This is an optimization exercise on Yosys and OpenROAD, whose aim is small area, a short achievable clock period and few clock cycles, not a production implementation.
Only simulation tests tie the RTL to the original design; equivalence was not proved.
Power figures rest on the tool's default switching activity, not on a simulated workload.

run A:
==> flow/design.v <==
`timescale 1ns / 1ps
module ns_mem(clk, we, wa, wd, rsel, rd, fa, fd);
    input         clk;
    input         we;
    input  [4:0]  wa;
    input  [15:0] wd;
    input  [31:0] rsel;
    output reg [15:0] rd;
    input  [15:0] fa;
    output [15:0] fd;
    reg [15:0] mem [0:31];
    always @(posedge clk)
        if (we) mem[wa] <= wd;
    integer k;
    always @* begin
        rd = 16'd0;
        for (k = 0; k < 32; k = k + 1)
            rd = rd | ({16{rsel[k]}} & mem[k]);
    end
    assign fd = (fa[15:5] == 11'd0) ? mem[fa[4:0]] : 16'd0;
endmodule
`timescale 1ns / 1ps
module ns_fmul(a, b, p);
    input  [15:0] a;
    input  [15:0] b;
    output [15:0] p;
    wire [21:0] m = {1'b1, a[9:0]} * {1'b1, b[9:0]};
    wire [4:0]  e0 = a[14:10] + b[14:10] - 5'd15;
    wire [4:0]  e1 = a[14:10] + b[14:10] - 5'd14;
    wire [4:0]  e = m[21] ? e1 : e0;
    wire [9:0]  f = m[21] ? m[20:11] : m[19:10];
    wire        z = (a[14:0] == 15'd0) | (b[14:0] == 15'd0);
    assign p = z ? 16'd0 : {a[15] ^ b[15], e, f};
endmodule
`timescale 1ns / 1ps
module ns_fadd(a, b, s);
    input  [15:0] a;
    input  [15:0] b;
    output [15:0] s;
    wire [4:0]  ea = a[14:10];
    wire [4:0]  eb = b[14:10];
    wire        sA = a[15];
    wire        sB = b[15];
    wire [10:0] mA = {a[14:0] != 15'd0, a[9:0]};
    wire [10:0] mB = {b[14:0] != 15'd0, b[9:0]};
    wire        eff_sub = sA ^ sB;
    wire        swap = eb > ea;
    wire        eq   = ea == eb;
    wire        a1   = {1'b0, ea} == {1'b0, eb} + 6'd1;
    wire        b1   = {1'b0, eb} == {1'b0, ea} + 6'd1;
    wire        close = eff_sub & (eq | a1 | b1);
    wire [11:0] c0  = {1'b0, mA} - {1'b0, mB};
    wire [10:0] c0n = mB - mA;
    wire [10:0] c1  = mA - {1'b0, mB[10:1]};
    wire [10:0] c2  = mB - {1'b0, mA[10:1]};
    wire        aGE = ~c0[11];
    wire [10:0] cm  = eq ? (aGE ? c0[10:0] : c0n) : a1 ? c1 : c2;
    wire        cs  = eq ? (aGE ? sA : sB) : a1 ? sA : sB;
    wire [4:0]  ce  = b1 ? eb : ea;
    reg  [3:0]  sh;
    always @* begin
        casez (cm)
            11'b1??????????: sh = 4'd0;
            11'b01?????????: sh = 4'd1;
            11'b001????????: sh = 4'd2;
            11'b0001???????: sh = 4'd3;
            11'b00001??????: sh = 4'd4;
            11'b000001?????: sh = 4'd5;
            11'b0000001????: sh = 4'd6;
            11'b00000001???: sh = 4'd7;
            11'b000000001??: sh = 4'd8;
            11'b0000000001?: sh = 4'd9;
            default:         sh = 4'd10;
        endcase
    end
    wire [10:0] cshl = cm << sh;
    wire [15:0] cres = (cm == 11'd0) ? 16'd0 : {cs, ce - {1'b0, sh}, cshl[9:0]};
    wire [4:0]  dAB = ea - eb;
    wire [4:0]  dBA = eb - ea;
    wire [15:0] fA, fB;
    ns_far farA(.sL(sA), .eL(ea), .mL(mA), .mS(mB), .d(dAB), .sub(eff_sub), .r(fA));
    ns_far farB(.sL(sB), .eL(eb), .mL(mB), .mS(mA), .d(dBA), .sub(eff_sub), .r(fB));
    wire [15:0] fres = swap ? fB : fA;
    assign s = close ? cres : fres;
endmodule
module ns_far(sL, eL, mL, mS, d, sub, r);
    input         sL;
    input  [4:0]  eL;
    input  [10:0] mL;
    input  [10:0] mS;
    input  [4:0]  d;
    input         sub;
    output reg [15:0] r;
    wire [10:0] sS   = mS >> d;
    wire [11:0] fsum = {1'b0, mL} + {1'b0, sS};
    wire [10:0] fdif = mL - sS;
    wire [4:0]  eP   = eL + 5'd1;
    wire [4:0]  eM   = eL - 5'd1;
    always @* begin
        if (sub) begin
            if (fdif[10]) r = {sL, eL, fdif[9:0]};
            else          r = {sL, eM, fdif[8:0], 1'b0};
        end else begin
            if (fsum[11])      r = {sL, eP, fsum[10:1]};
            else if (fsum[10]) r = {sL, eL, fsum[9:0]};
            else               r = 16'd0;
        end
    end
endmodule
`timescale 1ns / 1ps
module ns_act(sel, v, r);
    input  [1:0]  sel;
    input  [15:0] v;
    output reg [15:0] r;
    always @* begin
        case (sel)
            2'd0: r = v;
            2'd1: r = v[15] ? 16'h0000 : 16'h3c00;
            2'd2: r = v[15] ? 16'h0000 : v;
            default: r = (v[14:10] >= 5'd15) ? {v[15], 15'h3c00} : v;
        endcase
    end
endmodule
`timescale 1ns / 1ps
module TheNeuroSpider(Address, CacheSelect, clk, rst, InputData, StartOperation,
                      WE, OutputData, ReadyForNextOp);
    input  [15:0] Address;
    input  [1:0]  CacheSelect;
    input         clk;
    input         rst;
    input  [15:0] InputData;
    input         StartOperation;
    input         WE;
    output [15:0] OutputData;
    output        ReadyForNextOp;
    reg        busy;
    reg [15:0] r_off, r_ioff, r_woff, r_n, r_dest;
    reg [1:0]  r_act;
    reg [15:0] ia, wa;       
    reg [15:0] fc;           
    reg        v1, v2;       
    reg [15:0] xr, wr;       
    reg [15:0] pr;           
    reg [15:0] acc;
    reg [18:0] ph;
    reg        ph_dv;        
    reg [4:0]  ph_dest;
    wire aLow = Address[15:5] == 11'd0;
    wire uwe  = WE & ~busy;
    wire go   = ~busy & StartOperation & ~rst;
    wire more = fc != r_n;
    wire fin  = busy & ~v1 & ~more;
    wire wr_off  = uwe & (Address == 16'h8000);
    wire wr_ioff = uwe & (Address == 16'h8001);
    wire wr_woff = uwe & (Address == 16'h8002);
    wire wr_n    = uwe & (Address == 16'h8003);
    wire wr_dest = uwe & (Address == 16'h8004);
    wire wr_act  = uwe & (Address == 16'h8005);
    wire [15:0] resv;
    wire [15:0] L_rd, I_rd, W_rd, L_fd, I_fd, W_fd;
    wire [31:0] dec  = 32'd1 << Address[4:0];
    wire [15:0] la = I_fd + r_off;
    wire        resWE = fin & (r_dest[15:5] == 11'd0);
    wire        hit   = go & (ph == 19'd2);
    wire        phWE  = hit & ph_dv;
    wire [15:0] ph_val = (r_act == 2'd1) ? 16'h3c00 : 16'h0000;
    wire        weL = (uwe & aLow & (CacheSelect == 2'b00)) | resWE | phWE;
    wire        weI = uwe & aLow & (CacheSelect == 2'b01);
    wire        weW = uwe & aLow & CacheSelect[1];
    ns_mem memL(.clk(clk), .we(weL),
                .wa(busy ? r_dest[4:0] : hit ? ph_dest[4:0] : Address[4:0]),
                .wd(busy ? resv : hit ? ph_val : InputData), .rsel(dec), .rd(L_rd), .fa(la), .fd(L_fd));
    ns_mem memI(.clk(clk), .we(weI), .wa(Address[4:0]), .wd(InputData),
                .rsel(dec), .rd(I_rd), .fa(ia), .fd(I_fd));
    ns_mem memW(.clk(clk), .we(weW), .wa(Address[4:0]), .wd(InputData),
                .rsel(dec), .rd(W_rd), .fa(wa), .fd(W_fd));
    reg [15:0] rreg;
    always @* begin
        case (Address)
            16'h8000: rreg = r_off;
            16'h8001: rreg = r_ioff;
            16'h8002: rreg = r_woff;
            16'h8003: rreg = r_n;
            16'h8004: rreg = r_dest;
            16'h8005: rreg = {14'd0, r_act};
            default:  rreg = 16'd0;
        endcase
    end
    wire [15:0] mrd = CacheSelect[1] ? W_rd : CacheSelect[0] ? I_rd : L_rd;
    assign OutputData = rreg | (aLow ? mrd : 16'd0);
    assign ReadyForNextOp = ~busy;
    wire [15:0] ioff_nx = wr_ioff ? InputData : r_ioff;
    wire [15:0] woff_nx = wr_woff ? InputData : r_woff;
    always @(posedge clk) begin
        if (rst) begin
            busy <= 1'b0;
            r_off <= 16'd0; r_ioff <= 16'd0; r_woff <= 16'd0;
            r_n <= 16'd0; r_dest <= 16'd0; r_act <= 2'd0;
        end else begin
            if (wr_off)  r_off  <= InputData;
            r_ioff <= ioff_nx;
            r_woff <= woff_nx;
            if (wr_n)    r_n    <= InputData;
            if (wr_dest) r_dest <= InputData;
            if (wr_act)  r_act  <= InputData[1:0];
            if (go) busy <= 1'b1;
            else if (fin) busy <= 1'b0;
        end
    end
    wire keep_n  = wr_n & (InputData > fc);
    wire restart = fin | hit | (uwe & ~(wr_dest | wr_act | keep_n));
    wire fetch   = more;
    wire [15:0] prod, sum;
    ns_fmul mul(.a(xr), .b(wr), .p(prod));
    ns_fadd add(.a(pr), .b(acc), .s(sum));
    ns_act  act(.sel(r_act), .v(v2 ? sum : acc), .r(resv));
    always @(posedge clk) begin
        if (rst) begin
            v1 <= 1'b0; v2 <= 1'b0; fc <= 16'd0;
            ia <= 16'd0; wa <= 16'd0;
        end else if (restart) begin
            v1 <= 1'b0; v2 <= 1'b0; fc <= 16'd0;
            ia <= ioff_nx; wa <= woff_nx;
        end else begin
            if (fetch) begin
                fc <= fc + 16'd1;
                ia <= ia + 16'd1;
                wa <= wa + 16'd1;
            end
            v1 <= fetch;
            v2 <= v1;
        end
    end
    always @(posedge clk) begin
        if (rst) begin
            ph <= (r_n == 16'd0) ? 19'd3 : {1'b0, r_n, 2'b00} + {3'b000, r_n} + 19'd9;
            ph_dv <= r_dest[15:5] == 11'd0;
            ph_dest <= r_dest[4:0];
        end else if (go)
            ph <= 19'd0;
        else if (ph != 19'd0)
            ph <= ph - 19'd1;
    end
    always @(posedge clk) begin
        if (fetch) begin
            xr <= L_fd;
            wr <= W_fd;
        end
        pr <= prod;
        if (rst | restart) acc <= 16'd0;
        else if (v2) acc <= sum;
    end
endmodule
clock: 10.0 ns
lec_check: 0
cap_margin: 20
core_margin: 2
core_utilization: 40
setup_slack_margin: 3.0
slew_margin: 20
run.sh (not shown) runs the stock make flow with config.mk's settings and CLKGATE_MAP_FILE= SYNTH_SCRIPT=/design/flow/synth_recipe.tcl, a recipe that flattens the netlist after the stock synthesis.
Testbench counts of run A, summed over its fixed seeds: cycles 5,789.
diff inputs: run A => run B
--- a/flow/design.v
+++ b/flow/design.v
@@ -159,6 +159,9 @@
     wire [15:0] resv;
     wire [15:0] L_rd, I_rd, W_rd, L_fd, I_fd, W_fd;
     wire [31:0] dec  = 32'd1 << Address[4:0];
+    wire [31:0] selL = (CacheSelect == 2'b00) ? dec : 32'd0;
+    wire [31:0] selI = (CacheSelect == 2'b01) ? dec : 32'd0;
+    wire [31:0] selW = CacheSelect[1] ? dec : 32'd0;
     wire [15:0] la = I_fd + r_off;
     wire        resWE = fin & (r_dest[15:5] == 11'd0);
     wire        hit   = go & (ph == 19'd2);
@@ -169,11 +172,11 @@
     wire        weW = uwe & aLow & CacheSelect[1];
     ns_mem memL(.clk(clk), .we(weL),
                 .wa(busy ? r_dest[4:0] : hit ? ph_dest[4:0] : Address[4:0]),
-                .wd(busy ? resv : hit ? ph_val : InputData), .rsel(dec), .rd(L_rd), .fa(la), .fd(L_fd));
+                .wd(busy ? resv : hit ? ph_val : InputData), .rsel(selL), .rd(L_rd), .fa(la), .fd(L_fd));
     ns_mem memI(.clk(clk), .we(weI), .wa(Address[4:0]), .wd(InputData),
-                .rsel(dec), .rd(I_rd), .fa(ia), .fd(I_fd));
+                .rsel(selI), .rd(I_rd), .fa(ia), .fd(I_fd));
     ns_mem memW(.clk(clk), .we(weW), .wa(Address[4:0]), .wd(InputData),
-                .rsel(dec), .rd(W_rd), .fa(wa), .fd(W_fd));
+                .rsel(selW), .rd(W_rd), .fa(wa), .fd(W_fd));
     reg [15:0] rreg;
     always @* begin
         case (Address)
@@ -186,8 +189,7 @@
             default:  rreg = 16'd0;
         endcase
     end
-    wire [15:0] mrd = CacheSelect[1] ? W_rd : CacheSelect[0] ? I_rd : L_rd;
-    assign OutputData = rreg | (aLow ? mrd : 16'd0);
+    assign OutputData = rreg | (aLow ? (L_rd | I_rd | W_rd) : 16'd0);
     assign ReadyForNextOp = ~busy;
     wire [15:0] ioff_nx = wr_ioff ? InputData : r_ioff;
     wire [15:0] woff_nx = wr_woff ? InputData : r_woff;
==> comparison <==
- Of the two values seen for slowest cell on the critical path, sky130_fd_sc_hd__o211ai_1 was produced by run A and sky130_fd_sc_hd__fa_4 by run B.
- Of run B and run A, it is run B that has the higher power drawn by the sequential cells.
- Comparing run B against run A, there is no change at all in clock sink total.
- | sum of net half-perimeters after detailed placement | run B vs run A | worse |
- Against run A, run B reports a number of diodes that is higher.
- Compared with run A, run B shows a higher critical-path maximum fanout.
Testbench counts of run B, summed over its fixed seeds: cycles 5,789.

[port drivers added, routing unchanged]
In the flow no input, the clock included, has a driving cell. The finished layouts below were timed again as built, in two steps.
Step 1 sets driving cells, clkbuf_16 on the clock port and buf_2 on the other inputs (assumed; they add their load-dependent delay and slew).
Step 2, shift: input delay + t, output delay - t, t = (earliest + latest rising clock arrival at the registers) / 2. This alone moves slack from input paths to output paths.
Slacks: ideal / step 1 / step 2; pairs: ideal / step 1.
run	t, ns	setup WS [ns]	hold slack, ns	worst setup path after step 2	slew at the worst register clock pin (ns)
run A	0.931	2.819 / 2.576 / 2.576	0.480 / 0.480 / 0.480	input to output	0.08 / 0.08
run B	0.980	2.735 / 2.622 / 2.358	0.482 / 0.482 / 0.482	input to register	0.08 / 0.08
After both steps every run listed still meets setup and hold. For run B, which loses most, drivers alone change the setup slack by -0.113 ns; drivers and shift together by -0.377 ns.
